Background: an optimization exercise with open tools, aiming at small area, a short achievable clock period and few clock cycles. Do not read the settings as production practice. RTL that was checked went through simulation tests only; none was proved equivalent to the original. Only the layout flow was run in run 1; the RTL was not checked for function there. Power and IR drop assume default switching activity.

==> flow/design.v <==
module processor (clk,rst,imem_addr,imem_data,dmem_addr,dmem_wdata,dmem_we,dmem_re,dmem_rdata,stat);
    input clk;
    input rst;                   
    output [7:0] imem_addr;
    input [79:0] imem_data;
    output [7:0] dmem_addr;
    output [63:0] dmem_wdata;
    output dmem_we;
    output dmem_re;
    input [63:0] dmem_rdata;
    output [3:0] stat;           
    localparam [3:0] S_AOK = 4'b1000, S_HLT = 4'b0100, S_ADR = 4'b0010, S_INS = 4'b0001;
    integer i;
    reg [7:0]  pc;
    reg [6:0]  pc_hi;            
    reg        x_live;           
    reg [3:0]  x_stat;           
    reg        x_cmov, x_rm, x_mr, x_opq, x_call, x_ret, x_push, x_pop;
    reg        x_retf;           
    reg        x_ldp;            
    reg        x_stp;            
    reg        x_retx;           
    reg        x_rspb;           
    reg        x_sub, x_and, x_xor;
    reg [3:0]  x_fn;
    reg [14:0] x_selA, x_selB;   
    reg [3:0]  x_dst;
    reg        x_wmem;           
    reg [63:0] x_valC;           
    reg        x_stk, x_down;    
    reg [8:0]  x_valP;           
    reg [7:0]  x_ap;             
    reg [6:0]  x_ac;             
    reg [2:0]  x_aq;             
    reg        x_c1;
    reg [7:0]  x_ab;             
    reg        x_bv;             
    reg        sb_valid;         
    reg [7:0]  sb_addr;
    reg [63:0] sb_data;
    reg        cc_zf, cc_lt;     
    reg        stopped;
    reg [3:0]  stop_stat;
    reg [63:0] rf [0:14];
    function cond(input [3:0] fn, input zf, input lt);
        case (fn)
            4'h0: cond = 1'b1;
            4'h1: cond = lt | zf;
            4'h2: cond = lt;
            4'h3: cond = zf;
            4'h4: cond = ~zf;
            4'h5: cond = ~lt;
            4'h6: cond = ~lt & ~zf;
            default: cond = 1'b0;
        endcase
    endfunction
    function [63:0] addsk(input [63:0] x, input [63:0] y, input cin);
        reg [63:0] g, p, G, P;
        reg [63:0] c;
        integer l, k, j;
        begin
            g = x & y; p = x ^ y;
            G = g; P = p;
            G[0] = g[0] | (p[0] & cin);
            for (l = 0; l < 6; l = l + 1)
                for (k = 0; k < 64; k = k + 1)
                    if ((k >> l) & 1) begin
                        j = ((k >> l) << l) - 1;
                        G[k] = G[k] | (P[k] & G[j]);
                        P[k] = P[k] & P[j];
                    end
            c = {G[62:0], cin};
            addsk = p ^ c;
        end
    endfunction
    reg [63:0] valA, valB;
    always @(*) begin
        valA = 64'd0;
        valB = {56'd0, x_ab & {8{x_bv}}};
        for (i = 0; i < 15; i = i + 1) begin
            valA = valA | ({64{x_selA[i]}} & rf[i]);
            valB[63:8] = valB[63:8] | ({56{x_selB[i]}} & rf[i][63:8]);
        end
    end
    wire [63:0] valY = (x_opq | x_cmov) ? (valA ^ {64{x_sub}}) :
                       x_stk ? {{60{x_down}}, 4'b1000} : x_valC;       
    wire [63:0] sum = addsk(valB, valY, x_sub);
    wire [63:0] pp = valB ^ valY;
    wire [63:0] gg = valB & valY;
    wire [63:0] oo = valB | valY;
    wire [63:0] valE = x_and ? gg : x_xor ? pp : sum;
    wire zf_sum = (pp == {oo[62:0], x_sub});
    wire e_zf = x_and ? (gg == 64'd0) : x_xor ? (pp == 64'd0) : zf_sum;
    wire n63 = x_sub ? (valY[63] ^ (&valY[62:0])) : valY[63];
    wire e_lt = x_and ? gg[63] : x_xor ? pp[63] : ((n63 == valB[63]) ? valB[63] : sum[63]);
    wire a_c2 = x_ac[0];
    wire a_c3 = x_ac[1] | (x_ap[2] & a_c2);
    wire a_c4 = x_ac[4] | (x_aq[0] & a_c2);
    wire a_c5 = x_ac[2] | (x_ap[4] & a_c4);
    wire a_c6 = x_ac[5] | (x_aq[1] & a_c4);
    wire a_c7 = x_ac[3] | (x_ap[6] & a_c6);
    wire a_c8 = x_ac[6] | (x_aq[2] & a_c6);
    wire [8:0] lo_sum = {a_c8, x_ap ^ {a_c7, a_c6, a_c5, a_c4, a_c3, a_c2, x_c1, 1'b0}};
    wire        sum_ok = (pp[8] == lo_sum[8]) & (pp[63:9] == oo[62:8]);
    wire        x_addr_rsp = x_pop | x_ret;
    wire        x_memop = x_rm | x_mr | x_call | x_ret | x_push | x_pop;
    wire        addr_ok = x_addr_rsp ? (valB[63:8] == 56'd0) : sum_ok;
    wire        mem_bad = x_memop & ~addr_ok;
    wire x_go = x_live & ~stopped & (x_stat == S_AOK);
    wire port_ld = x_ldp & ~stopped;
    wire ret_rd = ~sb_valid & ~x_rspb;
    assign dmem_addr  = port_ld ? lo_sum[7:0] : sb_valid ? sb_addr : rf[4][7:0];
    assign dmem_wdata = sb_data;
    assign dmem_we    = sb_valid & ~port_ld;
    assign dmem_re    = 1'b1;
    wire [63:0] rdata = (sb_valid & (sb_addr == lo_sum[7:0])) ? sb_data : dmem_rdata;
    always @(posedge clk) begin
        if (rst)
            sb_valid <= 1'b0;
        else if (x_stp & ~stopped & addr_ok)
            sb_valid <= 1'b1;
        else if (~port_ld)
            sb_valid <= 1'b0;
    end
    always @(posedge clk) begin
        if (x_stp & ~stopped) begin
            sb_addr <= lo_sum[7:0];
            sb_data <= x_call ? {55'd0, x_valP} : valA;
        end
    end
    wire [63:0] wval = x_wmem ? rdata : valE;
    wire        w1 = x_go & (x_dst != 4'hF) & (~x_cmov | cond(x_fn, cc_zf, cc_lt));
    wire        w2 = x_go & x_pop;                   
    wire        we1 = w1;
    wire        we2 = w2;
    function [63:0] rf_init(input integer k);
        case (k)
            1: rf_init = 64'd1;   2: rf_init = 64'd2;   3: rf_init = 64'd3;
            4: rf_init = 64'd14;  7: rf_init = 64'd18;  8: rf_init = 64'd30;
            9: rf_init = 64'd20;  10: rf_init = 64'd22; 13: rf_init = 64'd1;
            14: rf_init = 64'd10;
            default: rf_init = 64'd0;
        endcase
    endfunction
    wire [63:0] wd0 = wval & {64{~rst}};
    wire [63:0] wd1 = wval | {64{rst}};
    wire [63:0] wr4 = valE & {64{~rst}};
    always @(posedge clk) begin
        for (i = 0; i < 15; i = i + 1) begin
            if (rst || (we1 && x_dst == i))
                rf[i] <= (rf_init(i) & wd1) | (~rf_init(i) & wd0);
            else if (i == 4 && we2)
                rf[i] <= wr4;
        end
    end
    always @(posedge clk) begin
        if (rst) begin
            cc_zf <= 1'b0;
            cc_lt <= 1'b0;
        end else if (x_go & x_opq) begin
            cc_zf <= e_zf;
            cc_lt <= e_lt;
        end
    end
    always @(posedge clk) begin
        if (rst) begin
            stopped <= 1'b0;
            stop_stat <= S_AOK;
        end else if (x_live & ~stopped & ((x_stat != S_AOK) | mem_bad)) begin
            stopped <= 1'b1;
            stop_stat <= (x_stat != S_AOK) ? x_stat : S_ADR;
        end
    end
    assign stat = stopped ? stop_stat : (x_live ? x_stat : S_AOK);
    assign imem_addr = pc;
    wire [3:0]  f_icode = imem_data[79:76];
    wire [3:0]  f_ifun  = imem_data[75:72];
    wire [3:0]  f_rA    = imem_data[71:68];
    wire [3:0]  f_rB    = imem_data[67:64];
    wire [63:0] f_valC  = imem_data[63:0];
    wire [63:0] f_dest  = imem_data[71:8];
    wire pc_bad = |pc_hi;
    wire f_ok = ~pc_bad & (f_icode != 4'h0) & (f_icode < 4'hC);
    wire [3:0] f_stat = pc_bad ? S_ADR : (f_icode >= 4'hC) ? S_INS :
                        (f_icode == 4'h0) ? S_HLT : S_AOK;
    wire f_cmov = f_icode == 4'h2;
    wire f_opq  = f_icode == 4'h6;
    wire f_call = f_icode == 4'h8;
    wire f_usesA = f_cmov | (f_icode == 4'h4) | f_opq | (f_icode == 4'hA);
    wire f_usesB = (f_icode == 4'h4) | (f_icode == 4'h5) | f_opq;
    wire f_stack = f_call | (f_icode == 4'h9) | (f_icode == 4'hA) | (f_icode == 4'hB);
    wire f_down  = f_call | (f_icode == 4'hA);
    reg [7:0] rdB;
    always @(*) begin
        rdB = 8'd0;
        for (i = 0; i < 15; i = i + 1)
            rdB = rdB | ({8{f_rB == i}} & rf[i][7:0]);
    end
    wire [7:0] fwdB = (w1 & (f_rB == x_dst)) ? wval[7:0] : (w2 & (f_rB == 4'd4)) ? valE[7:0] : rdB;
    wire [7:0] fwdS = (w1 & (x_dst == 4'd4)) ? wval[7:0] : w2 ? valE[7:0] : rf[4][7:0];
    wire [7:0] f_ab = f_stack ? fwdS : fwdB;
    wire [7:0] f_aoff = f_down ? 8'hF8 : f_stack ? 8'h00 : f_valC[7:0];
    wire [7:0] f_ag = f_ab & f_aoff;
    wire [7:0] f_ap = f_ab ^ f_aoff;
    wire nz = (x_live & x_opq) ? e_zf : cc_zf;
    wire nl = (x_live & x_opq) ? e_lt : cc_lt;
    wire f_taken = f_call | ((f_icode == 4'h7) & cond(f_ifun, nz, nl));
    wire f_retf = (f_icode == 4'h9) & ret_rd;      
    function [6:0] hi7(input [63:0] v);
        integer k;
        for (k = 0; k < 7; k = k + 1)
            hi7[k] = |v[8*k+8 +: 8];
    endfunction
    wire [8:0] pc1  = {1'b0, pc} + 9'd1;
    wire [8:0] pc2  = {1'b0, pc} + 9'd2;
    wire [8:0] pc9  = {1'b0, pc} + 9'd9;
    wire [8:0] pc10 = {1'b0, pc} + 9'd10;
    reg  [8:0] f_valP;
    always @(*) begin
        case (f_icode)
            4'h2, 4'h6, 4'hA, 4'hB: f_valP = pc2;
            4'h3, 4'h4, 4'h5: f_valP = pc10;
            4'h7, 4'h8: f_valP = pc9;
            default: f_valP = pc1;
        endcase
    end
    always @(posedge clk) begin
        if (rst) begin
            pc <= 8'd0;
            pc_hi <= 7'd0;
        end else if (x_retx) begin
            pc <= rdata[7:0];
            pc_hi <= hi7(rdata);
        end else if (f_retf) begin
            pc <= dmem_rdata[7:0];
            pc_hi <= hi7(dmem_rdata);
        end else if (f_taken) begin
            pc <= f_dest[7:0];
            pc_hi <= hi7(f_dest);
        end else begin
            pc <= f_valP[7:0];
            pc_hi <= {6'd0, f_valP[8]};
        end
    end
    always @(posedge clk) begin
        if (rst)
            x_live <= 1'b0;
        else
            x_live <= ~x_retx;
    end
    wire f_go = ~rst & ~x_retx & f_ok;       
    always @(posedge clk) begin
        x_ldp  <= f_go & ((f_icode == 4'h5) | (f_icode == 4'hB) | ((f_icode == 4'h9) & ~f_retf));
        x_stp  <= f_go & ((f_icode == 4'h4) | (f_icode == 4'hA) | f_call);
        x_retx <= f_go & (f_icode == 4'h9) & ~f_retf;
        x_rspb <= f_go & ((f_icode == 4'h4) | (f_icode == 4'h5) | f_stack |
                          (((f_icode == 4'h2) | (f_icode == 4'h3) | f_opq) & (f_rB == 4'd4)));
    end
    always @(posedge clk) begin
        x_stat  <= f_stat;
        x_cmov  <= f_ok & f_cmov;
        x_rm    <= f_ok & (f_icode == 4'h4);
        x_mr    <= f_ok & (f_icode == 4'h5);
        x_opq   <= f_ok & f_opq;
        x_call  <= f_ok & f_call;
        x_ret   <= f_ok & (f_icode == 4'h9);
        x_retf  <= f_retf;
        x_push  <= f_ok & (f_icode == 4'hA);
        x_pop   <= f_ok & (f_icode == 4'hB);
        x_sub   <= f_opq & (f_ifun[1:0] == 2'd1);
        x_and   <= f_opq & (f_ifun[1:0] == 2'd2);
        x_xor   <= f_opq & (f_ifun[1:0] == 2'd3);
        x_fn    <= f_ifun;
        for (i = 0; i < 15; i = i + 1) begin
            x_selA[i] <= f_usesA & (f_rA == i);
            x_selB[i] <= f_stack ? (i == 4) : f_usesB & (f_rB == i);
        end
        case (f_icode)
            4'h2, 4'h3, 4'h6: x_dst <= f_rB;
            4'h5, 4'hB:       x_dst <= f_rA;
            4'h8, 4'h9, 4'hA: x_dst <= 4'd4;
            default:          x_dst <= 4'hF;
        endcase
        x_wmem <= (f_icode == 4'h5) | (f_icode == 4'hB);
        x_valC <= f_valC;
        x_stk  <= f_stack;
        x_down <= f_down;
        x_valP <= f_valP;
        x_ap   <= f_ap;
        x_ab   <= f_ab;
        x_bv   <= f_stack | f_usesB;
        x_c1   <= f_ag[0];
        x_ac   <= {f_ag[7] | (f_ap[7] & f_ag[6]), f_ag[5] | (f_ap[5] & f_ag[4]),
                   f_ag[3] | (f_ap[3] & f_ag[2]), f_ag[6], f_ag[4], f_ag[2],
                   f_ag[1] | (f_ap[1] & f_ag[0])};
        x_aq   <= {f_ap[7] & f_ap[6], f_ap[5] & f_ap[4], f_ap[3] & f_ap[2]};
    end
endmodule
==> flow/flow/run.sh <==
#!/bin/bash
# The standard layout, with buf_4 as the buffer on every port in place of
# the default choice (a slow delay cell).
set -euo pipefail
export BUFFER_PORTS_ARGS="-buffer_cell sky130_fd_sc_hd__buf_4"
bash standard.sh finish > standard.log 2>&1
==> flow/standard.sh <==
#!/bin/bash
# synth_recipe.tcl (not shown) runs the flow's synth.tcl, then flattens the netlist and writes it again
# the make line also repeats each setting of config.mk as NAME=value (left out here)
make -C /OpenROAD-flow-scripts/flow DESIGN_CONFIG=/design/flow/config.mk WORK_HOME=/design/flow/orfs CLKGATE_MAP_FILE= SYNTH_SCRIPT=/design/flow/synth_recipe.tcl "${@:-finish}"
==> flow/config.mk <==
export PLATFORM = sky130hd
export DESIGN_NAME = processor
export DESIGN_NICKNAME = processor
export VERILOG_FILES = /design/flow/design.v
export SDC_FILE = /design/flow/constraint.sdc
export NUM_CORES = 8
export LEC_CHECK = 0
export CAP_MARGIN = 40
export CORE_MARGIN = 2
export CORE_UTILIZATION = 55
export CTS_CLUSTER_DIAMETER = 110
export CTS_CLUSTER_SIZE = 24
export PLACE_DENSITY = 0.75
export SLEW_MARGIN = 40
==> flow/constraint.sdc <==
create_clock -name core_clock -period 32.0 [get_ports {clk}]
set_input_delay 6.4000 -clock core_clock [delete_from_list [all_inputs] [get_ports {clk}]]
set_output_delay 6.4000 -clock core_clock [all_outputs]
set_load 0.01 [all_outputs]
==> qor.txt, run 1 <==
status: timing/DRC/antenna clean
Max Cap Viol: 0
final setup fails: 0
Critical R2R Launch: x_selA[2]
Critical Path RT: 32.36 ns
Root Buffer: clkbuf_16
port bufs: 230
total placed instance area: 0.0629 mm²
CTS Sinks: 1217
Fin. Hold Viols: 0
fin cells: 6601
overall routing resource usage: 48.7%
crit path DAT: 9.90 ns
Setup crit end kind: flop
slowest stage cell on the critical path: buf_4
Relative slew margins: 31.3%
post-synthesis async set-or-reset flop share: 0%
Critical Path Max Stage Delay: 0.81 ns
Routed WL: 278000 µm
Setup Fix Bufs, Post-CTS: 0
Post-synth top flop: edfxtp_1
Post-Place Cells: 6473
Worst Reg-to-Reg Cells: 21
final core occ: 60.6%
Yosys warning count: 2
crit-path max FO: 36
gr ovfl total: 0
post_cts resized: 0
Final Max Slew Viols: 0
row cnt: 120
critical path cell sequence: buf_4 > clkinv_2 > buf_4 > o21ai_4 > buf_4 > buf_4
fill count: 8469
post-route cell area: 0.0649 mm²
Setup crit start kind: input port
CTS tree: built
CP top delay family: buffers and inverters
Die Y-Extent: 333 µm
FF+latch count, synth: 1217
RSZ-0062 raised after global routing: false
Setup CP Type: input port to flop
vias in the first global route: 48503
EDFF count, synth: 1032
Levels on crit path: 6
cells after synthesis: 5055
DR pass1 iterations: 14
Avg Cell Area, Syn: 11.8 µm²
largest net degree at the start of global routing: 57
Worst-path clk slew: 0.10 ns
hold_buf cts: 0
Core Area: 0.107 mm²
Starting Density: 55.5%
total power: 3.74 mW
internal reg-to-reg setup slack: 23.59 ns
Peak VDD IR: 0.0000603 V
Critical Path Source: rst
Worst Setup EP: rf[7][5]
reg2reg end: pc[7]
IO Count: 232
Tmin final: 9.54 ns
crit-path most repeated cell: buf_4
CTS max path bufs: 3
Placement Setup Slack: 22.04 ns
vias post-DR: 52515
Power Dens Cells: 57.7 mW/mm²
die area: 0.111 mm²
depth of the CTS H-tree: 2
first-pass GRT wire length: 376000 µm
Mapped Area: 0.0594 mm²
DRC errors left: 0
Num CTS Buffers: 58
Final Hold Slack: 0.480 ns
skew final: 0.0601 ns
area growth from synthesis to layout: 9.22%
initial antenna violation count: 25
antenna-violating nets left: 0
Hold WC Path Type: flop to flop
Cell variety after synth: 93
worst path buffer plus inverter count: 5
Syn Nets: 5350
fin crit share: 29.8%
Initial DRC Count: 12734
per-cell routed wire length: 42.1 µm
Lkg Pwr: 23.6 nW
Die Width: 333 µm
share of post-route cells with drive strength above 1: 12.6%
Via density: 7.96
max frequency: 105 MHz
Nets: 5428
routability congestion estimate: 1.09
Setup TNS: 0 ns
Worst-Skew Late Latency: 0.78 ns
Slew @ Worst Pin: 1.03 ns
sequential area share after synthesis: 58.4%
DP Wirelength: 182000 µm
fin worst setup slack: 22.46 ns
## worst min path at each step
stage	start	endpoint	slack (ns)	cells after the start
final	stop_stat[0]	stop_stat[0]	0.48	2
after global routing	stop_stat[2]	stop_stat[2]	0.51	2
after CTS	stop_stat[0]	stop_stat[0]	0.48	2
after detailed placement	stop_stat[0]	stop_stat[0]	0.46	2
after global placement	stop_stat[0]	stop_stat[0]	0.46	2
after floorplan	x_ap[0]	sb_addr[0]	0.45	0
## layout by cell type (no fill, tap or decap), types with 133 or more instances in the layout
master,netlist,routed
edfxtp_1,1032,1032
inv_1,190,188
dfxtp_1,185,150
nand3_1,133,133
a22oi_1,707,707
o21ai_0,152,139
ha_1,142,142
nor2_1,373,344
buf_4,10,376
nand2_1,263,260
a21oi_1,206,200
## registers in the layout (all words and copies together), names as in the netlist, 4 cells and up
name / flops
x_ap: 8
x_ac: 7
pc: 8
x_stat: 4
pc_hi: 7
stop_stat: 4
sb_addr: 8
sb_data: 64
rf: 960
x_fn: 4
x_selA: 15
x_selB: 15
x_ab: 8
x_dst: 4
x_valC: 64
x_valP: 9
## cell type report
cell class	instances	area (µm²)	share of cell area (%)
clock buffers	102	1620	2.50
repair buffers	382	2890	4.45
multi-input cells	3281	22900	35.3
inverters	193	726	1.12
clock inverters	7	148	0.228
well taps	1403	1760	2.71
flip-flops and latches	1217	34800	53.6
diodes	16	40.0	0.0617
## power breakdown
| group | internal [mW] | total, mW | leakage, nW | switching (mW) |
|---|---|---|---|---|
| clock network | 0.361 | 0.885 | 0.836 | 0.524 |
| logic | 0.216 | 0.733 | 10.8 | 0.517 |
| registers | 1.99 | 2.13 | 11.9 | 0.138 |
## worst min-delay path: cells and delay by family, from the launching register on
kind,cells,cell delay [ns]
flops,1,0.32
compound gates,1,0.06
simple gates,1,0.06
## cell usage after synthesis, types with 67 or more instances
| cell type | count | share of area [%] |
|---|---|---|
| edfxtp_1 | 1032 | 52 |
| a22oi_1 | 707 | 8.9 |
| nor2_1 | 373 | 2.4 |
| nand2_1 | 263 | 1.7 |
| clkbuf_1 | 228 | 1.4 |
| a21oi_1 | 206 | 1.7 |
| inv_1 | 190 | 1.2 |
| dfxtp_1 | 185 | 6.2 |
| o21ai_0 | 152 | 1.3 |
| ha_1 | 142 | 3.0 |
| nand3_1 | 133 | 1.1 |
| a222oi_1 | 121 | 2.0 |
| nand4_1 | 116 | 1.2 |
| mux2i_1 | 108 | 1.8 |
| nor4_1 | 91 | 0.96 |
| xnor2_1 | 83 | 1.2 |
| nor3_1 | 76 | 0.64 |
| buf_1 | 67 | 0.42 |
## routing by layer
layer	part of all wire, %	GRT usage [%]	wire length, µm
met1	33	60.4	90800
met2	39	66.6	109000
met3	20	27.6	56900
met4	7.6	26.9	21000
met5	0.069	0	192
## cells by family (layout without fill, tap and decap cells)
family	after synthesis	after routing	synth area share, %
flops	1217	1217	58.4
fa+ha+maj	149	149	3.23
other cells	1	17	0.00631
compound gates	1526	1526	18.7
xor+xnor	142	142	2.09
mux	151	151	2.65
simple gates	1312	1312	11.0
buf+inv	557	684	3.93
==> run 2, diff against run 1 <==
--- a/flow/design.v
+++ b/flow/design.v
@@ -35,6 +35,7 @@
     reg        x_c1;
     reg [7:0]  x_ab;             
     reg        x_bv;             
+    reg [7:0]  x_pc;             
     reg        sb_valid;         
     reg [7:0]  sb_addr;
     reg [63:0] sb_data;
@@ -106,29 +107,24 @@
     wire        x_memop = x_rm | x_mr | x_call | x_ret | x_push | x_pop;
     wire        addr_ok = x_addr_rsp ? (valB[63:8] == 56'd0) : sum_ok;
     wire        mem_bad = x_memop & ~addr_ok;
-    wire x_go = x_live & ~stopped & (x_stat == S_AOK);
-    wire port_ld = x_ldp & ~stopped;
+    wire replay = sb_valid & x_ldp & ~stopped;
+    wire x_go = x_live & ~stopped & (x_stat == S_AOK) & ~replay;
     wire ret_rd = ~sb_valid & ~x_rspb;
-    assign dmem_addr  = port_ld ? lo_sum[7:0] : sb_valid ? sb_addr : rf[4][7:0];
+    assign dmem_addr  = sb_valid ? sb_addr : (x_ldp & ~stopped) ? lo_sum[7:0] : rf[4][7:0];
     assign dmem_wdata = sb_data;
-    assign dmem_we    = sb_valid & ~port_ld;
+    assign dmem_we    = sb_valid;
     assign dmem_re    = 1'b1;
-    wire [63:0] rdata = (sb_valid & (sb_addr == lo_sum[7:0])) ? sb_data : dmem_rdata;
     always @(posedge clk) begin
         if (rst)
             sb_valid <= 1'b0;
-        else if (x_stp & ~stopped & addr_ok)
-            sb_valid <= 1'b1;
-        else if (~port_ld)
-            sb_valid <= 1'b0;
-    end
-    always @(posedge clk) begin
-        if (x_stp & ~stopped) begin
-            sb_addr <= lo_sum[7:0];
-            sb_data <= x_call ? {55'd0, x_valP} : valA;
-        end
-    end
-    wire [63:0] wval = x_wmem ? rdata : valE;
+        else
+            sb_valid <= x_stp & ~stopped & addr_ok;
+    end
+    always @(posedge clk) begin
+        sb_addr <= lo_sum[7:0];
+        sb_data <= x_call ? {55'd0, x_valP} : valA;
+    end
+    wire [63:0] wval = (x_wmem | rst) ? dmem_rdata : valE;
     wire        w1 = x_go & (x_dst != 4'hF) & (~x_cmov | cond(x_fn, cc_zf, cc_lt));
     wire        w2 = x_go & x_pop;                   
     wire        we1 = w1;
@@ -142,15 +138,14 @@
             default: rf_init = 64'd0;
         endcase
     endfunction
-    wire [63:0] wd0 = wval & {64{~rst}};
+    wire [63:0] wd0 = wval;
     wire [63:0] wd1 = wval | {64{rst}};
-    wire [63:0] wr4 = valE & {64{~rst}};
     always @(posedge clk) begin
         for (i = 0; i < 15; i = i + 1) begin
             if (rst || (we1 && x_dst == i))
                 rf[i] <= (rf_init(i) & wd1) | (~rf_init(i) & wd0);
             else if (i == 4 && we2)
-                rf[i] <= wr4;
+                rf[i] <= valE;
         end
     end
     always @(posedge clk) begin
@@ -166,7 +161,7 @@
         if (rst) begin
             stopped <= 1'b0;
             stop_stat <= S_AOK;
-        end else if (x_live & ~stopped & ((x_stat != S_AOK) | mem_bad)) begin
+        end else if (x_live & ~stopped & ~replay & ((x_stat != S_AOK) | mem_bad)) begin
             stopped <= 1'b1;
             stop_stat <= (x_stat != S_AOK) ? x_stat : S_ADR;
         end
@@ -228,9 +223,12 @@
         if (rst) begin
             pc <= 8'd0;
             pc_hi <= 7'd0;
+        end else if (replay) begin
+            pc <= x_pc;
+            pc_hi <= 7'd0;
         end else if (x_retx) begin
-            pc <= rdata[7:0];
-            pc_hi <= hi7(rdata);
+            pc <= dmem_rdata[7:0];
+            pc_hi <= hi7(dmem_rdata);
         end else if (f_retf) begin
             pc <= dmem_rdata[7:0];
             pc_hi <= hi7(dmem_rdata);
@@ -246,9 +244,9 @@
         if (rst)
             x_live <= 1'b0;
         else
-            x_live <= ~x_retx;
-    end
-    wire f_go = ~rst & ~x_retx & f_ok;       
+            x_live <= ~x_retx & ~replay;
+    end
+    wire f_go = ~rst & ~x_retx & ~replay & f_ok;     
     always @(posedge clk) begin
         x_ldp  <= f_go & ((f_icode == 4'h5) | (f_icode == 4'hB) | ((f_icode == 4'h9) & ~f_retf));
         x_stp  <= f_go & ((f_icode == 4'h4) | (f_icode == 4'hA) | f_call);
@@ -287,6 +285,7 @@
         x_down <= f_down;
         x_valP <= f_valP;
         x_ap   <= f_ap;
+        x_pc   <= pc;
         x_ab   <= f_ab;
         x_bv   <= f_stack | f_usesB;
         x_c1   <= f_ag[0];
--- a/flow/config.mk
+++ b/flow/config.mk
@@ -10,5 +10,4 @@
 export CORE_UTILIZATION = 55
 export CTS_CLUSTER_DIAMETER = 110
 export CTS_CLUSTER_SIZE = 24
-export PLACE_DENSITY = 0.75
 export SLEW_MARGIN = 40
==> run 2 against run 1 <==
  * Area after synthesis fell by 3.9%
  * Non-clock buffer count down 9
  * Critical path type unchanged
  * Cell area decreased by 3.7%
  * Clock power is 2% lower
  * Combinational power fell by 2%
  * Largest power group unchanged
  * Power down 0.90%
==> qor.txt, run 2 <==
vias in the first global route: 45482 (-6.2%)
Pint: 2.56 mW (-0.11%)
DRC errors left: 0 (unchanged)
CP top delay family: simple AND/OR/NAND/NOR gates
Setup TNS: 0 ns (unchanged)
Via density: 7.65 (-3.9%)
EDFF count, synth: 960 (-7.0%)
commonest cells in the netlist: edfxtp_1, a22oi_1, nand2_1, a21oi_1, dfxtp_1
Setup Fix Bufs, Post-CTS: 0 (unchanged)
Hold WC Path Type: flop to flop
slowest stage cell on the critical path: nor2_1
Num CTS Buffers: 57 (-1.7%)
fill count: 8390 (-0.93%)
Setup crit end kind: flop
Avg Cell Area, Syn: 11.8 µm² (+0.54%)
Worst Setup EP: x_ac[6]
Die Width: 326 µm (-1.9%)
Top reg by flops: rf
Nets: 5213 (-4.0%)
Tmin final: 8.89 ns (-0.651 ns)
largest net degree at the start of global routing: 59 (+3.5%)
initial antenna violation count: 11 (-56%)
IO Count: 232 (unchanged)
overall routing resource usage: 47.2% (-1.6 points)
Post-synth top flop: edfxtp_1
row cnt: 118 (-1.7%)
CTS max path bufs: 3 (unchanged)
critical path cell sequence: buf_4 > nor2_1 > nand2_1 > nor2_2 > mux2_2 > a211oi_1 > a21oi_1 > ha_1 > a21o_1
final core occ: 60.5% (-0.077 points)
switching pwr: 1.15 mW (-2.6%)
sequential area share after synthesis: 59.8% (+1.4 points)
DR pass1 iterations: 10 (-4)
Peak VDD IR: 0.0000555 V (-7.9%)
Logic pwr share: 19.5% (about the same)
commonest non-fill, non-tap cell in the layout: edfxtp_1
Relative slew margins: 32.5% (+1.2 points)
Fin. Hold Viols: 0 (unchanged)
Critical Path Source: imem_data[64]
post-synthesis async set-or-reset flop share: 0% (unchanged)
Mapped Area: 0.0571 mm² (-3.9%)
skew final: 0.0390 ns (-0.0210 ns)
fin crit share: 27.8% (-2.0 points)
Initial DRC Count: 10567 (-17%)
crit path DAT: 9.52 ns (-0.38 ns)
hold_buf cts: 0 (unchanged)
crit-path max FO: 42 (+17%)
routability congestion estimate: 1.08 (-1.5%)
most common cell in the netlist: edfxtp_1
Die Y-Extent: 326 µm (-1.9%)
max frequency: 113 MHz (+7.3%)
Root Buffer: clkbuf_16
vias post-DR: 48579 (-7.5%)
Levels on crit path: 9 (+3)
Sw Ratio: 30.9% (-0.55 points)
Power Dens Cells: 59.4 mW/mm² (+2.9%)
per-cell routed wire length: 40.6 µm (-3.6%)
Final Max Slew Viols: 0 (unchanged)
FF+latch area: 0.0343 mm² (-1.5%)
Syn Nets: 5127 (-4.2%)
port bufs: 230 (unchanged)
Reg power frac: 57.2% (+0.4 points)
reg2reg end: pc_hi[5]
commonest cells after routing, fill and taps aside: edfxtp_1, a22oi_1, buf_4, nand2_1, a21oi_1
status: timing/DRC/antenna clean
Routed WL: 258000 µm (-7.2%)
CTS tree: built
worst path buffer plus inverter count: 1 (-4)
post_cts resized: 0 (unchanged)
DP Wirelength: 163000 µm (-11%)
Worst-path clk slew: 0.11 ns (about the same)
cells after synthesis: 4832 (-4.4%)
Core Area: 0.103 mm² (-3.6%)
largest registers: rf x960, sb_data x64, x_valC x64
Critical Path Max Stage Delay: 0.73 ns (-0.08 ns)
Cell variety after synth: 80 (-14%)
Critical R2R Launch: x_selA[13]
antenna-violating nets left: 0 (unchanged)
RSZ-0062 raised after global routing: false
Yosys warning count: 2 (unchanged)
share of post-route cells with drive strength above 1: 12.2% (-0.40 points)
area growth from synthesis to layout: 9.42%
Largest register FFs: 960 (unchanged)
Lkg Pwr: 22.4 nW (-5.1%)
internal reg-to-reg setup slack: 23.90 ns (+0.31 ns)
Worst Reg-to-Reg Cells: 22 (+4.8%)
depth of the CTS H-tree: 2 (unchanged)
Setup crit start kind: input port
area occupied by multi-input gates: 0.0213 mm² (-7.0%)
Placement Setup Slack: 22.27 ns (+0.234 ns)
die area: 0.106 mm² (-3.8%)
Worst-Skew Late Latency: 0.74 ns (-0.04 ns)
gr ovfl total: 0 (unchanged)
Yosys top cell area share: 50.5% (-1.7 points)
CTS Sinks: 1225 (+0.66%)
Synth area leader: edfxtp_1
fin worst setup slack: 23.11 ns (+0.651 ns)
Max Cap Viol: 0 (unchanged)
Setup CP Type: input port to flop
first-pass GRT wire length: 353000 µm (-6.4%)
Starting Density: 55.3% (-0.17 points)
Clock power frac: 23.4% (-0.2 points)
FF+latch count, synth: 1225 (+0.66%)
Critical Path RT: 32.64 ns (+0.28 ns)
top post-synthesis cells by area: edfxtp_1, a22oi_1, dfxtp_1
Slew @ Worst Pin: 1.00 ns (-0.0277 ns)
Final Hold Slack: 0.380 ns (-0.0999 ns)
total power: 3.71 mW (-0.90%)
final setup fails: 0 (unchanged)
==> run 2: metrics by stage <==
| stage | area (µm²) | instances |
|---|---|---|
| 3_5_place_dp | 60600 | 6237 |
| 4_1_cts | 62300 | 6343 |
| 3_3_place_gp | 60400 | 6236 |
| 6_report | 62500 | 6352 |
| 2_1_floorplan | 57100 | 4832 |
| 5_1_grt | 62500 | 6346 |
==> run 2: worst min-delay path by stage <==
stage                       start         end  slack [ns]  cells after the start
after CTS                 x_ap[0]  sb_addr[0]        0.37                      0
after global placement    x_ap[0]  sb_addr[0]        0.36                      0
after detailed placement  x_ap[0]  sb_addr[0]        0.35                      0
after floorplan           x_ap[0]  sb_addr[0]        0.33                      0
final                     x_ap[0]  sb_addr[0]        0.38                      0
after global routing      x_ap[0]  sb_addr[0]        0.38                      0
==> run 2: power by group through the flow <==
| stage | Sequential, mW | Clock (mW) | Combinational [mW] |
|---|---|---|---|
| finish | 2.12 | 0.867 | 0.722 |
| global route | 2.13 | 0.916 | 0.748 |
| CTS | 2.11 | 0.862 | 0.686 |
| detailed placement | 2.15 | 0 | 0.684 |
| global placement | 2.15 | 0 | 0.676 |
| floorplan | 2.11 | 0 | 0.380 |
==> run 2: cell families (layout without fill, tap and decap cells) <==
logic type / count (synthesis) / in the layout / synth area share [%]
buffers and inverters: 506 / 639 / 3.69
multiplexers: 86 / 86 / 1.61
flip-flops: 1225 / 1225 / 59.8
adder cells (fa/ha/maj): 149 / 149 / 3.36
other: 1 / 8 / 0.00657
AND/OR/NAND/NOR: 1225 / 1225 / 10.7
AO/OA/AOI/OAI: 1508 / 1508 / 18.8
XOR/XNOR: 132 / 132 / 2.02
==> run 2: area by class of cell <==
class                   count  share of cell area [%]
flip-flops and latches   1225                    54.8
multi-input cells        3101                    34.1
repair buffers            373                    4.58
well taps                1380                    2.76
clock buffers             101                    2.62
inverters                 160                   0.961
clock inverters             5                  0.0861
diodes                      7                  0.0280
==> run 2: routing by layer <==
metal | vias to the layer above | routed length [µm] | global-route usage (%)
met1 | 23275 | 88200 | 62.0
met2 | 5003 | 107000 | 67.9
li1 | 19124 | - | -
met5 | - | 44 | 0
met3 | 1169 | 41200 | 14.4
met4 | 8 | 21300 | 30.5
Testbench counts of run 2, summed over its fixed seeds: cycles 35,385.
==> run 3, diff against run 2 <==
==> flow/flow/run.sh (replaced) <==
#!/bin/bash
# The standard layout, with buf_4 as the buffer on every port in place of
# the default choice (a slow delay cell); after global placement each port
# buffer is resized to its load (port_buffers.tcl).
set -euo pipefail
export BUFFER_PORTS_ARGS="-buffer_cell sky130_fd_sc_hd__buf_4"
export POST_GLOBAL_PLACE_TCL="$PWD/flow/port_buffers.tcl"
bash standard.sh finish > standard.log 2>&1
==> flow/flow/port_buffers.tcl (new file) <==
# Resize the port buffers that buffer_ports inserted: an input buffer that
# drives many pins becomes buf_8, the others and the output buffers buf_2.
set n_big 0
set n_small 0
foreach inst [get_cells -quiet {input* output*}] {
  set name [get_full_name $inst]
  set out [get_pins -of_objects $inst -filter "direction==output"]
  set net [get_nets -of_objects $out]
  set fanout [llength [get_pins -of_objects $net -filter "direction==input"]]
  if {[string match "input*" $name] && $fanout >= 10} {
    replace_cell $inst sky130_fd_sc_hd__buf_8
    incr n_big
  } else {
    replace_cell $inst sky130_fd_sc_hd__buf_2
    incr n_small
  }
}
puts "port_buffers: $n_big buf_8, $n_small buf_2"
--- a/flow/config.mk
+++ b/flow/config.mk
@@ -7,7 +7,7 @@
 export LEC_CHECK = 0
 export CAP_MARGIN = 40
 export CORE_MARGIN = 2
-export CORE_UTILIZATION = 55
+export CORE_UTILIZATION = 65
 export CTS_CLUSTER_DIAMETER = 110
 export CTS_CLUSTER_SIZE = 24
 export SLEW_MARGIN = 40
==> run 3 against run 2 <==
  * Still clean on timing, DRC and antenna
  * Combinational power shrank 3.5%
  * Area after synthesis stayed put
  * Setup slack lost 0.38 ns
  * Worst hold slack better by 0.00061 ns
  * Sequential power about the same
  * Power shrank 1.1%
  * Register-to-register slack got worse by 0.34 ns
  * Via count increased by 1.5%
  * Critical path type is now flop to output port
  * Critical endpoint is now dmem_addr[7]
  * Largest cell class unchanged
==> qor.txt, run 3 <==
status: timing/DRC/antenna clean
Max Cap Viol: 0 (unchanged)
met1 GRT Util: 65.0% (+3.0 points)
Tmin final: 9.27 ns (+0.381 ns)
commonest cells in the netlist: edfxtp_1, a22oi_1, nand2_1, a21oi_1, dfxtp_1
Setup Fix Bufs, Post-CTS: 0 (unchanged)
largest net degree at the start of global routing: 57 (-3.4%)
Via density: 8.07 (+5.5%)
Relative slew margins: 31.3% (-1.2 points)
post_cts resized: 0 (unchanged)
Slew @ Worst Pin: 1.02 ns (+0.0178 ns)
area growth from synthesis to layout: 7.84%
share of post-route cells with drive strength above 1: 11.8% (-0.39 points)
Lkg Pwr: 22.2 nW (-0.83%)
overall routing resource usage: 52.7% (+5.6 points)
IO Count: 232 (unchanged)
skew final: 0.0440 ns (+0.00501 ns)
vias in the first global route: 46337 (+1.9%)
Setup TNS: 0 ns (unchanged)
Num CTS Buffers: 57 (unchanged)
sequential area share after synthesis: 59.8% (unchanged)
post-synthesis async set-or-reset flop share: 0% (unchanged)
Worst Setup EP: dmem_addr[7]
Yosys top cell area share: 50.5% (unchanged)
internal reg-to-reg setup slack: 23.56 ns (-0.34 ns)
initial antenna violation count: 7 (-4)
Initial DRC Count: 11674 (+10%)
DP Wirelength: 153000 µm (-6.2%)
met2 usage: 73.8% (+5.9 points)
Root Buffer: clkbuf_16
most common cell in the netlist: edfxtp_1
CTS Sinks: 1225 (unchanged)
Yosys warning count: 2 (unchanged)
Critical Path RT: 25.60 ns (-7.04 ns)
Final Max Slew Viols: 0 (unchanged)
EDFF count, synth: 960 (unchanged)
Setup crit end kind: output port
first-pass GRT wire length: 334000 µm (-5.4%)
Top reg by flops: rf
GRT met3 Usage: 22.8% (+8.4 points)
Peak VDD IR: 0.0000698 V (+26%)
fill count: 6119 (-27%)
top post-synthesis cells by area: edfxtp_1, a22oi_1, dfxtp_1
CTS tree: built
DR pass1 iterations: 17 (+7)
crit path DAT: 2.87 ns (-6.65 ns)
DRC errors left: 0 (unchanged)
per-cell routed wire length: 39.8 µm (-1.9%)
hold_buf cts: 0 (unchanged)
FF+latch count, synth: 1225 (unchanged)
fin crit share: 29.0% (+1.2 points)
CTS max path bufs: 3 (unchanged)
Syn Nets: 5127 (unchanged)
Setup crit start kind: flop
Die Y-Extent: 300 µm (-7.9%)
gr ovfl total: 0 (unchanged)
vias post-DR: 49321 (+1.5%)
Post-synth top flop: edfxtp_1
Nets: 5200 (-0.25%)
Routed WL: 244000 µm (-5.6%)
Critical Path Source: x_ac[0]
commonest cells after routing, fill and taps aside: edfxtp_1, a22oi_1, nand2_1, a21oi_1, nor2_1
Fin. Hold Viols: 0 (unchanged)
Cell variety after synth: 80 (unchanged)
Power Dens Cells: 59.6 mW/mm² (+0.39%)
reg2reg end: pc_hi[1]
Setup CP Type: flop to output port
port bufs: 230 (unchanged)
largest registers: rf x960, sb_data x64, x_valC x64
Avg Cell Area, Syn: 11.8 µm² (unchanged)
max frequency: 108 MHz (-4.1%)
final setup fails: 0 (unchanged)
grt peak-use layer: met2
Largest register FFs: 960 (unchanged)
Worst Reg-to-Reg Cells: 20 (-9.1%)
Critical R2R Launch: x_stk
Mapped Area: 0.0571 mm² (unchanged)
Synth area leader: edfxtp_1
antenna-violating nets left: 0 (unchanged)
Die Width: 300 µm (-7.9%)
Starting Density: 65.7% (+10 points)
depth of the CTS H-tree: 2 (unchanged)
Hold WC Path Type: flop to flop
cells after synthesis: 4832 (unchanged)
RSZ-0062 raised after global routing: false
commonest non-fill, non-tap cell in the layout: edfxtp_1
Worst-path clk slew: 0.10 ns (about the same)
row cnt: 108 (-8.5%)
Worst-Skew Late Latency: 0.75 ns (about the same)
crit-path max FO: 2 (-95%)
Final Hold Slack: 0.381 ns (+0.000607 ns)
die area: 0.0902 mm² (-15%)
Core Area: 0.0869 mm² (-16%)
-- run 3: cell counts after synthesis --
No cell type changed its count.
-- run 3: worst min path at each step --
| stage | start | to | slack (ns) | depth (start not counted) |
|---|---|---|---|---|
| after global placement | x_ap[0] | sb_addr[0] | 0.36 | 0 |
| after global routing | x_ap[0] | sb_addr[0] | 0.38 | 0 |
| final | x_ap[0] | sb_addr[0] | 0.38 | 0 |
| after CTS | x_ap[0] | sb_addr[0] | 0.38 | 0 |
| after floorplan | x_ap[0] | sb_addr[0] | 0.33 | 0 |
| after detailed placement | x_ap[0] | sb_addr[0] | 0.36 | 0 |
-- run 3: kinds of logic after synthesis --
family	share of synthesized area (%)
simple gates	10.7
buf+inv	3.69
mux	1.61
compound gates	18.8
xor+xnor	2.02
fa+ha+maj	3.36
other cells	0.00657
flops	59.8
-- run 3: final cells by class --
class | instances | area (µm²) | share of cell area, %
Inverter | 160 | 601 | 0.975
Multi-Input combinational cell | 3101 | 21300 | 34.6
Antenna cell | 9 | 22.5 | 0.0366
Clock inverter | 3 | 36.3 | 0.0589
Clock buffer | 102 | 1640 | 2.66
Sequential cell | 1225 | 34300 | 55.6
Timing Repair Buffer | 360 | 2290 | 3.72
Tap cell | 1155 | 1450 | 2.35
-- run 3: metrics by stage --
stage	area, µm²	instances	utilization, %	setup WS, ns	power (mW)
floorplan	57100	4832	-	22.20	2.49
global placement	60000	5998	69.1	22.39	2.79
detailed placement	59700	5999	68.7	22.42	2.80
CTS	61400	6104	70.7	22.81	3.60
global route	61600	6107	70.8	22.75	3.74
finish	61600	6115	70.9	22.73	3.67
-- run 3: per-layer routing --
| layer | part of all wire [%] | wire, µm | vias up |
|---|---|---|---|
| met5 | 0.031 | 76 | - |
| met4 | 9.9 | 24000 | 4 |
| met3 | 19 | 46700 | 1658 |
| met2 | 40 | 97000 | 5795 |
| met1 | 31 | 75700 | 22747 |
| li1 | - | - | 19117 |
-- run 3: worst max-delay path, cell delays in order, from the launching register on --
cell and delay, ns:
dfxtp_1 0.35, a21o_1 0.21, a21o_1 0.21, ha_1 0.18, nor2_1 0.12, xnor2_1 0.15
mux2i_1 0.11, o21ai_0 0.54, buf_2 0.25
-- run 3: power by group --
group	leakage (nW)	switching [mW]	internal [mW]
Sequential	11.7	0.133	1.99
Combinational	9.68	0.492	0.205
Clock	0.796	0.499	0.351
Total	22.2	1.12	2.55
==> run 4, diff against run 3 <==
--- a/flow/config.mk
+++ b/flow/config.mk
@@ -7,7 +7,7 @@
 export LEC_CHECK = 0
 export CAP_MARGIN = 40
 export CORE_MARGIN = 2
-export CORE_UTILIZATION = 65
+export CORE_UTILIZATION = 45
 export CTS_CLUSTER_DIAMETER = 110
 export CTS_CLUSTER_SIZE = 24
 export SLEW_MARGIN = 40
==> run 4 against run 3 <==
  * Still clean
  * Cell area grew 1.1%
  * Fmax is 3.8% higher
  * Via count is 2.6% lower
  * Non-clock buffer count rose by 2
  * Highest routed layer unchanged
==> qor.txt, run 4 <==
crit path DAT: 9.36 ns (+6.49 ns)
Initial DRC Count: 10167 (-13%)
post-synthesis async set-or-reset flop share: 0% (unchanged)
Setup CP Type: input port to flop
Peak VDD IR: 0.0000432 V (-38%)
status: timing/DRC/antenna clean
Hold WC Path Type: flop to flop
commonest non-fill, non-tap cell in the layout: edfxtp_1
crit-path max FO: 37 (+35)
CTS Sinks: 1225 (unchanged)
slowest stage cell on the critical path: buf_4
Setup crit start kind: input port
Setup TNS: 0 ns (unchanged)
Worst-Skew Late Latency: 0.73 ns (-0.02 ns)
CTS max path bufs: 3 (unchanged)
per-cell routed wire length: 39.7 µm (-0.32%)
Via density: 7.27 (-9.8%)
largest net degree at the start of global routing: 70 (+23%)
FF+latch count, synth: 1225 (unchanged)
sequential area share after synthesis: 59.8% (unchanged)
Synth area leader: edfxtp_1
Yosys top cell area share: 50.5% (unchanged)
Yosys warning count: 2 (unchanged)
Die Y-Extent: 360 µm (+20%)
Lkg Pwr: 22.2 nW (about the same)
Routed WL: 262000 µm (+7.7%)
crit-path most repeated cell: buf_4
Starting Density: 45.4% (-20 points)
Setup crit end kind: flop
post_cts resized: 0 (unchanged)
Sw Ratio: 31.1% (+0.50 points)
Syn Nets: 5127 (unchanged)
top post-synthesis cells by area: edfxtp_1, a22oi_1, dfxtp_1
hold_buf cts: 0 (unchanged)
Reg power frac: 57.6% (-0.3 points)
Post-synth top flop: edfxtp_1
area growth from synthesis to layout: 9.01%
Relative slew margins: 33.4% (+2.1 points)
EDFF count, synth: 960 (unchanged)
Avg Cell Area, Syn: 11.8 µm² (unchanged)
first-pass GRT wire length: 357000 µm (+7.0%)
die area: 0.130 mm² (+44%)
Die Width: 360 µm (+20%)
worst path buffer plus inverter count: 3 (+2)
Logic pwr share: 19.3% (+0.3 points)
CP top delay family: simple AND/OR/NAND/NOR gates
switching pwr: 1.15 mW (+2.0%)
total placed instance area: 0.0605 mm² (+1.3%)
max frequency: 112 MHz (+3.8%)
port bufs: 230 (unchanged)
fin worst setup slack: 23.07 ns (+0.341 ns)
commonest cells after routing, fill and taps aside: edfxtp_1, a22oi_1, nand2_1, a21oi_1, nor2_1
Max Cap Viol: 0 (unchanged)
Root Buffer: clkbuf_16
Mapped Area: 0.0571 mm² (unchanged)
Critical Path RT: 32.43 ns (+6.83 ns)
DR pass1 iterations: 10 (-7)
final core occ: 49.5% (-21 points)
post-route cell area: 0.0622 mm² (+1.1%)
antenna-violating nets left: 0 (unchanged)
depth of the CTS H-tree: 2 (unchanged)
CTS tree: built
Critical Path Max Stage Delay: 0.56 ns (+0.02 ns)
fin crit share: 27.9% (-1.1 points)
Fin. Hold Viols: 0 (unchanged)
critical path cell sequence: buf_8 > or2_4 > buf_4 > buf_4 > nand2_1 > and3_1 > a21oi_1 > o31ai_1
cells after synthesis: 4832 (unchanged)
RSZ-0062 raised after global routing: false
DP Wirelength: 164000 µm (+7.5%)
most common cell in the netlist: edfxtp_1
commonest cells in the netlist: edfxtp_1, a22oi_1, nand2_1, a21oi_1, dfxtp_1
share of post-route cells with drive strength above 1: 12.1% (+0.30 points)
vias in the first global route: 45125 (-2.6%)
Cell variety after synth: 80 (unchanged)
initial antenna violation count: 9 (+2)
Core Area: 0.126 mm² (+45%)
Setup Fix Bufs, Post-CTS: 0 (unchanged)
Pint: 2.54 mW (-0.33%)
Final Max Slew Viols: 0 (unchanged)
final setup fails: 0 (unchanged)
Slew @ Worst Pin: 0.990 ns (-0.0309 ns)
Clock power frac: 23.1% (about the same)
Worst-path clk slew: 0.09 ns (about the same)
row cnt: 130 (+20%)
Tmin final: 8.93 ns (-0.341 ns)
skew final: 0.0360 ns (-0.00806 ns)
DRC errors left: 0 (unchanged)
Power Dens Cells: 59.2 mW/mm² (-0.69%)
Nets: 5202 (+0.038%)
largest registers: rf x960, sb_data x64, x_valC x64
Num CTS Buffers: 57 (unchanged)
Largest register FFs: 960 (unchanged)
IO Count: 232 (unchanged)
Top reg by flops: rf
gr ovfl total: 0 (unchanged)
overall routing resource usage: 38.9% (-14 points)
Placement Setup Slack: 22.22 ns (-0.199 ns)
vias post-DR: 48058 (-2.6%)
-- run 4: stage by stage --
stage | std cells | hold WS, ns | power [mW]
floorplan | 4832 | 0.331 | 2.49
global placement | 6493 | 0.362 | 2.83
detailed placement | 6496 | 0.372 | 2.83
CTS | 6601 | 0.386 | 3.65
global route | 6607 | 0.386 | 3.78
finish | 6609 | 0.384 | 3.69
-- run 4: layout make-up --
| cell class | instances | area [µm²] |
|---|---|---|
| diodes | 6 | 15.0 |
| clock buffers | 101 | 1590 |
| clock inverters | 4 | 27.5 |
| fillers | 11239 | 63500 |
| inverters | 160 | 601 |
| multi-input cells | 3101 | 21400 |
| flip-flops and latches | 1225 | 34300 |
| well taps | 1650 | 2060 |
| repair buffers | 362 | 2320 |
-- run 4: power by group through the flow --
stage,registers [mW],logic (mW),clock network (mW)
6_report,2.12,0.711,0.851
5_1_grt,2.14,0.740,0.904
4_1_cts,2.11,0.681,0.852
3_5_place_dp,2.15,0.679,0
3_3_place_gp,2.15,0.680,0
2_1_floorplan,2.11,0.380,0
-- run 4: path summary, 6_finish.rpt --
path | startpoint | to | slack, ns | depth (start not counted)
setup / recovery | rst | rf[4][29] | 23.07 | 8
hold / removal | x_ap[0] | sb_addr[0] | 0.38 | 0
setup reg to reg | x_selA[6] | pc_hi[1] | 23.69 | 21
hold reg to reg | x_ap[0] | sb_addr[0] | 0.38 | 0
-- run 4: per-layer routing --
metal	vias to the layer above	global-route usage, %	wire (µm)	part of all wire, %
met4	8	23.4	19300	7.4
met5	-	0	47	0.018
li1	19106	-	-	-
met2	4521	57.1	110000	42
met1	23364	50.8	92900	35
met3	1059	11.7	40200	15
-- run 4: cell families after synthesis --
| kind of cell | count (synthesis) | share of synthesized area, % |
|---|---|---|
| adders and majority gates | 149 | 3.36 |
| muxes | 86 | 1.61 |
| and+or+nand+nor | 1225 | 10.7 |
| DFF | 1225 | 59.8 |
| buffers and inverters | 506 | 3.69 |
| other | 1 | 0.00657 |
| xor gates and xnor gates | 132 | 2.02 |
| AOI/OAI and AO/OA | 1508 | 18.8 |
==> run 5, diff against run 4 <==
--- a/flow/config.mk
+++ b/flow/config.mk
@@ -7,7 +7,7 @@
 export LEC_CHECK = 0
 export CAP_MARGIN = 40
 export CORE_MARGIN = 2
-export CORE_UTILIZATION = 45
+export CORE_UTILIZATION = 55
 export CTS_CLUSTER_DIAMETER = 110
 export CTS_CLUSTER_SIZE = 24
 export SLEW_MARGIN = 40
==> run 5 against run 4 <==
  * Still clean on timing, DRC and antenna
  * Die area is 18% lower
  * Synthesized cell count stayed put
  * Wire length is 1.9% lower
  * Cell count is 3.9% lower
  * Worst hold slack worse by 0.0071 ns
  * Sequential share of layout area is 0.23 points higher
  * Clock power is 1% higher
  * Register-to-register slack better by 0.22 ns
  * Non-clock buffer count is 11 higher
  * Via count is 1.3% higher
==> qor.txt, run 5 <==
post-synthesis async set-or-reset flop share: 0% (unchanged)
final setup fails: 0 (unchanged)
initial antenna violation count: 12 (+3)
Final Max Slew Viols: 0 (unchanged)
Worst-path clk slew: 0.11 ns (+0.02 ns)
Fin. Hold Viols: 0 (unchanged)
die area: 0.106 mm² (-18%)
FF+latch count, synth: 1225 (unchanged)
Setup CP Type: input port to flop
commonest cells after routing, fill and taps aside: edfxtp_1, a22oi_1, nand2_1, a21oi_1, nor2_1
Yosys top cell area share: 50.5% (unchanged)
DR pass1 iterations: 10 (unchanged)
Yosys warning count: 2 (unchanged)
final core occ: 60.1% (+11 points)
skew final: 0.0382 ns (+0.00221 ns)
top post-synthesis cells by area: edfxtp_1, a22oi_1, dfxtp_1
per-cell routed wire length: 40.5 µm (+2.0%)
hold_buf cts: 0 (unchanged)
Syn Nets: 5127 (unchanged)
internal reg-to-reg setup slack: 23.91 ns (+0.22 ns)
Lkg Pwr: 22.3 nW (+0.28%)
largest net degree at the start of global routing: 59 (-16%)
Worst-Skew Late Latency: 0.74 ns (about the same)
DRC errors left: 0 (unchanged)
hold depth: 0 (unchanged)
Critical R2R Launch: x_selA[1]
gr ovfl total: 0 (unchanged)
sequential area share after synthesis: 59.8% (unchanged)
CTS max path bufs: 3 (unchanged)
fin cells: 6353 (-3.9%)
IO Count: 232 (unchanged)
critical path cell sequence: buf_8 > inv_1 > nand2_1 > inv_1 > a22o_1 > a41o_1 > or3_1 > nor2b_1 > a22o_1
Die Width: 326 µm (-9.4%)
Mapped Area: 0.0571 mm² (unchanged)
Critical Path Source: imem_data[78]
commonest cells in the netlist: edfxtp_1, a22oi_1, nand2_1, a21oi_1, dfxtp_1
largest registers: rf x960, sb_data x64, x_valC x64
Critical Path Max Stage Delay: 0.68 ns (+0.12 ns)
Post-Place Cells: 6237 (-4.0%)
Initial DRC Count: 10384 (+2.1%)
max frequency: 114 MHz (+1.7%)
Critical Path RT: 32.62 ns (+0.19 ns)
crit-path max FO: 23 (-38%)
port bufs: 230 (unchanged)
Root Buffer: clkbuf_16
Die Y-Extent: 326 µm (-9.4%)
DP Wirelength: 163000 µm (-0.96%)
startpoint of the worst hold path: x_ap[0]
overall routing resource usage: 47.0% (+8.1 points)
Slew @ Worst Pin: 1.02 ns (+0.0338 ns)
Cell variety after synth: 80 (unchanged)
post_cts resized: 0 (unchanged)
Setup Fix Bufs, Post-CTS: 0 (unchanged)
Relative slew margins: 31.7% (-1.6 points)
row cnt: 118 (-9.2%)
Via density: 7.66 (+5.3%)
share of post-route cells with drive strength above 1: 12.0% (-0.034 points)
EDFF count, synth: 960 (unchanged)
Setup crit start kind: input port
Nets: 5213 (+0.21%)
crit path DAT: 9.40 ns (+0.04 ns)
Peak VDD IR: 0.0000654 V (+51%)
Setup crit end kind: flop
area growth from synthesis to layout: 8.57%
Hold WC Path Type: flop to flop
Worst Reg-to-Reg Cells: 21 (unchanged)
Avg Cell Area, Syn: 11.8 µm² (unchanged)
cells after synthesis: 4832 (unchanged)
slowest stage cell on the critical path: or3_1
RSZ-0062 raised after global routing: false
Synth area leader: edfxtp_1
Routed WL: 257000 µm (-1.9%)
CTS Sinks: 1225 (unchanged)
Num CTS Buffers: 57 (unchanged)
Setup TNS: 0 ns (unchanged)
vias in the first global route: 45419 (+0.65%)
Post-synth top flop: edfxtp_1
worst hold endpoint: sb_addr[0]
depth of the CTS H-tree: 2 (unchanged)
commonest non-fill, non-tap cell in the layout: edfxtp_1
status: timing/DRC/antenna clean
most common cell in the netlist: edfxtp_1
Final Hold Slack: 0.377 ns (-0.00713 ns)
Power Dens Cells: 59.6 mW/mm² (+0.60%)
Core Area: 0.103 mm² (-18%)
Tmin final: 8.78 ns (-0.149 ns)
Largest register FFs: 960 (unchanged)
antenna-violating nets left: 0 (unchanged)
vias post-DR: 48661 (+1.3%)
reg2reg end: pc_hi[5]
Max Cap Viol: 0 (unchanged)
Top reg by flops: rf
fin crit share: 27.4% (-0.47 points)
CTS tree: built
first-pass GRT wire length: 351000 µm (-1.6%)
Starting Density: 55.3% (+9.9 points)
[run 5: cell counts after synthesis]
No cell type changed its count.
[run 5: worst max-delay path, delay by kind of cell]
family	cells	cell delay, ns
AOI/OAI and AO/OA	3	0.75
buffers and inverters	3	0.62
and+or+nand+nor	3	1.61
[run 5: metrics by stage]
stage,power [mW],worst slack [ns],area (µm²)
detailed placement,2.82,22.38,60200
global route,3.78,23.06,62000
floorplan,2.49,22.20,57100
global placement,2.82,22.33,60400
CTS,3.64,23.14,61900
finish,3.69,23.22,62000
[run 5: area by class of cell]
class                   instances  area, µm²
well taps                    1380       1730
repair buffers                373       2410
clock buffers                 104       1650
inverters                     160        601
fillers                      8464      41200
clock inverters                 4       40.0
diodes                          6       15.0
multi-input cells            3101      21300
flip-flops and latches       1225      34300
[run 5: metal layers]
layer  vias to the layer above  GRT usage, %  wire, µm
met5                         -         0.621       121
li1                      19146             -         -
met2                      5042          67.3    107000
met4                        10          31.4     21700
met3                      1248          14.9     41500
met1                     23215          61.3     87500
[run 5: cells by family (layout without fill, tap and decap cells)]
family | Yosys count | count (layout) | synth area share (%)
adder cells (fa/ha/maj) | 149 | 149 | 3.36
buffers and inverters | 506 | 641 | 3.69
multiplexers | 86 | 86 | 1.61
XOR/XNOR | 132 | 132 | 2.02
other | 1 | 7 | 0.00657
AO/OA/AOI/OAI | 1508 | 1508 | 18.8
AND/OR/NAND/NOR | 1225 | 1225 | 10.7
flip-flops | 1225 | 1225 | 59.8
[run 5: worst max-delay path by stage]
stage | to | slack, ns | cells past startpoint
floorplan | rf[1][0] | 22.20 | 3
global placement | x_ac[6] | 22.33 | 9
detailed placement | x_ac[6] | 22.38 | 9
CTS | x_ac[6] | 23.14 | 9
global route | pc[7] | 23.06 | 14
finish | pc_hi[5] | 23.22 | 9
[run 5: report_power, final]
group	switching (mW)	internal, mW	total [mW]
Sequential	0.129	1.99	2.12
Clock	0.511	0.352	0.863
Combinational	0.503	0.206	0.710
==> run 6, diff against run 5 <==
==> flow/flow/run.sh (replaced) <==
#!/bin/bash
# The standard layout, with buf_4 as the buffer on every port in place of
# the default choice (a slow delay cell); after global placement each port
# buffer is resized to its load (port_buffers.tcl), and gates are sized and
# nets buffered by gain before the design-rule repair (gain.tcl).
set -euo pipefail
export BUFFER_PORTS_ARGS="-buffer_cell sky130_fd_sc_hd__buf_4"
export POST_GLOBAL_PLACE_TCL="$PWD/flow/port_buffers.tcl"
export PRE_RESIZE_TCL="$PWD/flow/gain.tcl"
bash standard.sh finish > standard.log 2>&1
==> flow/flow/gain.tcl (new file) <==
# Gain-based sizing and buffering: each driver is sized, and high-fanout
# nets buffered, so that a stage drives at most about four times its input
# capacitance.
set_opt_config -set_early_sizing_cap_ratio 4 -set_early_buffer_sizing_cap_ratio 4
repair_design -pre_placement -buffer_gain 4 -verbose
==> run 6 against run 5 <==
  * Area after synthesis is the same
  * Sequential power is essentially flat
  * Worst hold slack lost 0.0069 ns
  * Wire length grew 28%
  * Largest power group unchanged
  * Critical path depth shrank 1
  * Combinational power grew 34%
  * Non-clock buffer count grew 363
  * Clock-buffer cell count is the same
  * Sequential share of layout area shrank 7.5 points
  * Global-route usage grew 13 points
==> qor.txt, run 6 <==
Die Width: 326 µm (unchanged)
status: timing/DRC/antenna clean
Yosys warning count: 2 (unchanged)
commonest cells after routing, fill and taps aside: edfxtp_1, a22oi_1, buf_12, buf_4, nand2_1
Syn Nets: 5127 (unchanged)
Die Y-Extent: 326 µm (unchanged)
Synth area leader: edfxtp_1
commonest cells in the netlist: edfxtp_1, a22oi_1, nand2_1, a21oi_1, dfxtp_1
initial antenna violation count: 36 (+24)
cells after synthesis: 4832 (unchanged)
Largest register FFs: 960 (unchanged)
reg2reg end: pc[5]
post_cts resized: 0 (unchanged)
vias post-DR: 56249 (+16%)
RSZ-0062 raised after global routing: false
Lkg Pwr: 26.2 nW (+18%)
Top reg by flops: rf
Final Max Slew Viols: 0 (unchanged)
Worst Setup EP: dmem_addr[7]
Setup TNS: 0 ns (unchanged)
CTS Sinks: 1225 (unchanged)
depth of the CTS H-tree: 2 (unchanged)
Nets: 5576 (+7.0%)
Worst Reg-to-Reg Cells: 26 (+24%)
first-pass GRT wire length: 435000 µm (+24%)
Root Buffer: clkbuf_16
Mapped Area: 0.0571 mm² (unchanged)
final setup fails: 0 (unchanged)
crit path DAT: 2.42 ns (-6.98 ns)
Fin. Hold Viols: 0 (unchanged)
Routed WL: 330000 µm (+28%)
Setup CP Type: flop to output port
per-cell routed wire length: 48.9 µm (+21%)
crit-path max FO: 2 (-91%)
commonest non-fill, non-tap cell in the layout: edfxtp_1
CTS tree: built
Max Cap Viol: 0 (unchanged)
Yosys top cell area share: 50.5% (unchanged)
fin worst setup slack: 23.18 ns (-0.0474 ns)
Critical R2R Launch: x_selA[4]
most common cell in the netlist: edfxtp_1
Setup crit end kind: output port
Critical Path RT: 25.60 ns (-7.02 ns)
EDFF count, synth: 960 (unchanged)
CTS max path bufs: 3 (unchanged)
port bufs: 230 (unchanged)
die area: 0.106 mm² (unchanged)
Slew @ Worst Pin: 1.04 ns (+0.0162 ns)
internal reg-to-reg setup slack: 24.26 ns (+0.35 ns)
largest net degree at the start of global routing: 26 (-56%)
Tmin final: 8.82 ns (+0.0474 ns)
post-synthesis async set-or-reset flop share: 0% (unchanged)
Post-synth top flop: edfxtp_1
Cell variety after synth: 80 (unchanged)
vias in the first global route: 51239 (+13%)
Worst-Skew Late Latency: 0.78 ns (+0.04 ns)
max frequency: 113 MHz (-0.54%)
Setup Fix Bufs, Post-CTS: 0 (unchanged)
IO Count: 232 (unchanged)
Num CTS Buffers: 57 (unchanged)
Hold WC Path Type: flop to flop
Initial DRC Count: 15423 (+49%)
top post-synthesis cells by area: edfxtp_1, a22oi_1, dfxtp_1
fin crit share: 27.6% (+0.15 points)
sequential area share after synthesis: 59.8% (unchanged)
area growth from synthesis to layout: 25.3%
Setup crit start kind: flop
Core Area: 0.103 mm² (unchanged)
DR pass1 iterations: 19 (+9)
share of post-route cells with drive strength above 1: 20.8% (+8.8 points)
hold_buf cts: 0 (unchanged)
Avg Cell Area, Syn: 11.8 µm² (unchanged)
Power Dens Cells: 55.1 mW/mm² (-7.5%)
largest registers: rf x960, sb_data x64, x_valC x64
Worst-path clk slew: 0.10 ns (about the same)
gr ovfl total: 0 (unchanged)
overall routing resource usage: 60.4% (+13 points)
FF+latch count, synth: 1225 (unchanged)
Placement Setup Slack: 23.08 ns (+0.696 ns)
row cnt: 118 (unchanged)
Starting Density: 55.3% (unchanged)
Peak VDD IR: 0.0000567 V (-13%)
skew final: 0.0432 ns (+0.00507 ns)
DP Wirelength: 228000 µm (+40%)
DRC errors left: 0 (unchanged)
antenna-violating nets left: 0 (unchanged)
Relative slew margins: 29.9% (-1.8 points)
Critical Path Source: x_ac[0]
Via density: 8.34 (+8.9%)
-- run 6: cell counts after synthesis --
No cell type changed its count.
-- run 6: how the worst min path moves through the flow --
stage               slack (ns)    endpoint  cells past startpoint  startpoint
floorplan                 0.33  sb_addr[0]                      0     x_ap[0]
global placement          0.36  sb_addr[0]                      0     x_ap[0]
detailed placement        0.35  sb_addr[0]                      0     x_ap[0]
CTS                       0.37  sb_addr[0]                      0     x_ap[0]
global route              0.37  sb_addr[0]                      0     x_ap[0]
finish                    0.37  sb_addr[0]                      0     x_ap[0]
-- run 6: logic make-up after synthesis --
logic type | Yosys count | synth area share [%]
adder cells (fa/ha/maj) | 149 | 3.36
multiplexers | 86 | 1.61
XOR/XNOR | 132 | 2.02
AND/OR/NAND/NOR | 1225 | 10.7
AO/OA/AOI/OAI | 1508 | 18.8
other | 1 | 0.00657
buffers and inverters | 506 | 3.69
flip-flops | 1225 | 59.8
-- run 6: routing by layer --
metal  track usage, %  part of all wire [%]
met3             37.4                    20
met1             67.4                    29
met5             5.06                  0.30
met4             55.1                    13
met2             78.1                    37
-- run 6: layout make-up --
| cell class | instances | area [µm²] |
|---|---|---|
| antenna | 34 | 85.1 |
| sequential | 1225 | 34100 |
| inverter | 160 | 617 |
| tap | 1380 | 1730 |
| timing repair buffer | 736 | 11000 |
| multi-input combinational | 3101 | 22300 |
| fill | 7270 | 31700 |
| clock buffer | 104 | 1650 |
| clock inverter | 3 | 36.3 |
-- run 6: metrics by stage --
step	hold WS, ns	cell area, µm²	power, mW	std cells	util (%)
after global placement	0.355	60400	2.82	6236	58.6
after global routing	0.372	71400	3.98	6713	69.2
final	0.370	71500	3.94	6743	69.3
after floorplan	0.331	57100	2.49	4832	-
after detailed placement	0.354	69700	3.01	6602	67.6
after CTS	0.371	71400	3.83	6709	69.2
-- run 6: where the power goes --
group / switching [mW] / internal [mW]
Combinational: 0.629 / 0.319
Sequential: 0.122 / 1.99
Clock: 0.526 / 0.352
Total: 1.28 / 2.66
-- run 6: worst max-delay path, cell delays in order (launching register included) --
cell     delay (ns)
dfxtp_1        0.35
a21o_1         0.21
a21o_1         0.23
ha_1           0.19
nor2_1         0.12
xnor2_1        0.16
mux2i_1        0.11
o21ai_0        0.15
buf_4          0.14

## afterwards: timing with drivers on the ports
In the flow no input, the clock included, has a driving cell. The finished layouts below were timed again as built, in two steps.
Step 1: set_driving_cell puts a clkbuf_16 on clk and a buf_2 on each other input, an assumption about the parent block.
Step 2, shift: input delay + t, output delay - t, t = (earliest + latest rising clock arrival at the registers) / 2. This alone moves slack from input paths to output paths.
Slacks: ideal ports / drivers / drivers and shift; pairs: ideal ports / drivers.
run | t, ns | slack for setup (ns) | latest minus earliest clock arrival (ns) | worst register clock-pin slew, ns | worst slew at a driven data input, ns
run 1 | 0.824 | 22.463 / 22.506 / 21.682 | 0.060 / 0.060 | 0.11 / 0.11 | 0.08
run 2 | 0.795 | 23.114 / 23.127 / 22.376 | 0.039 / 0.039 | 0.11 / 0.11 | 0.07
run 3 | 0.800 | 22.733 / 22.658 / 22.263 | 0.044 / 0.044 | 0.11 / 0.11 | 0.07
run 4 | 0.798 | 23.074 / 23.105 / 22.309 | 0.036 / 0.036 | 0.11 / 0.11 | 0.07
run 5 | 0.796 | 23.223 / 23.173 / 22.453 | 0.039 / 0.038 | 0.11 / 0.11 | 0.06
run 6 | 0.835 | 23.176 / 23.097 / 22.966 | 0.043 / 0.043 | 0.11 / 0.11 | 0.07
After both steps setup and hold are still met in every run listed. For run 1, which loses most, drivers alone change the setup slack by +0.043 ns; drivers and shift together by -0.781 ns.
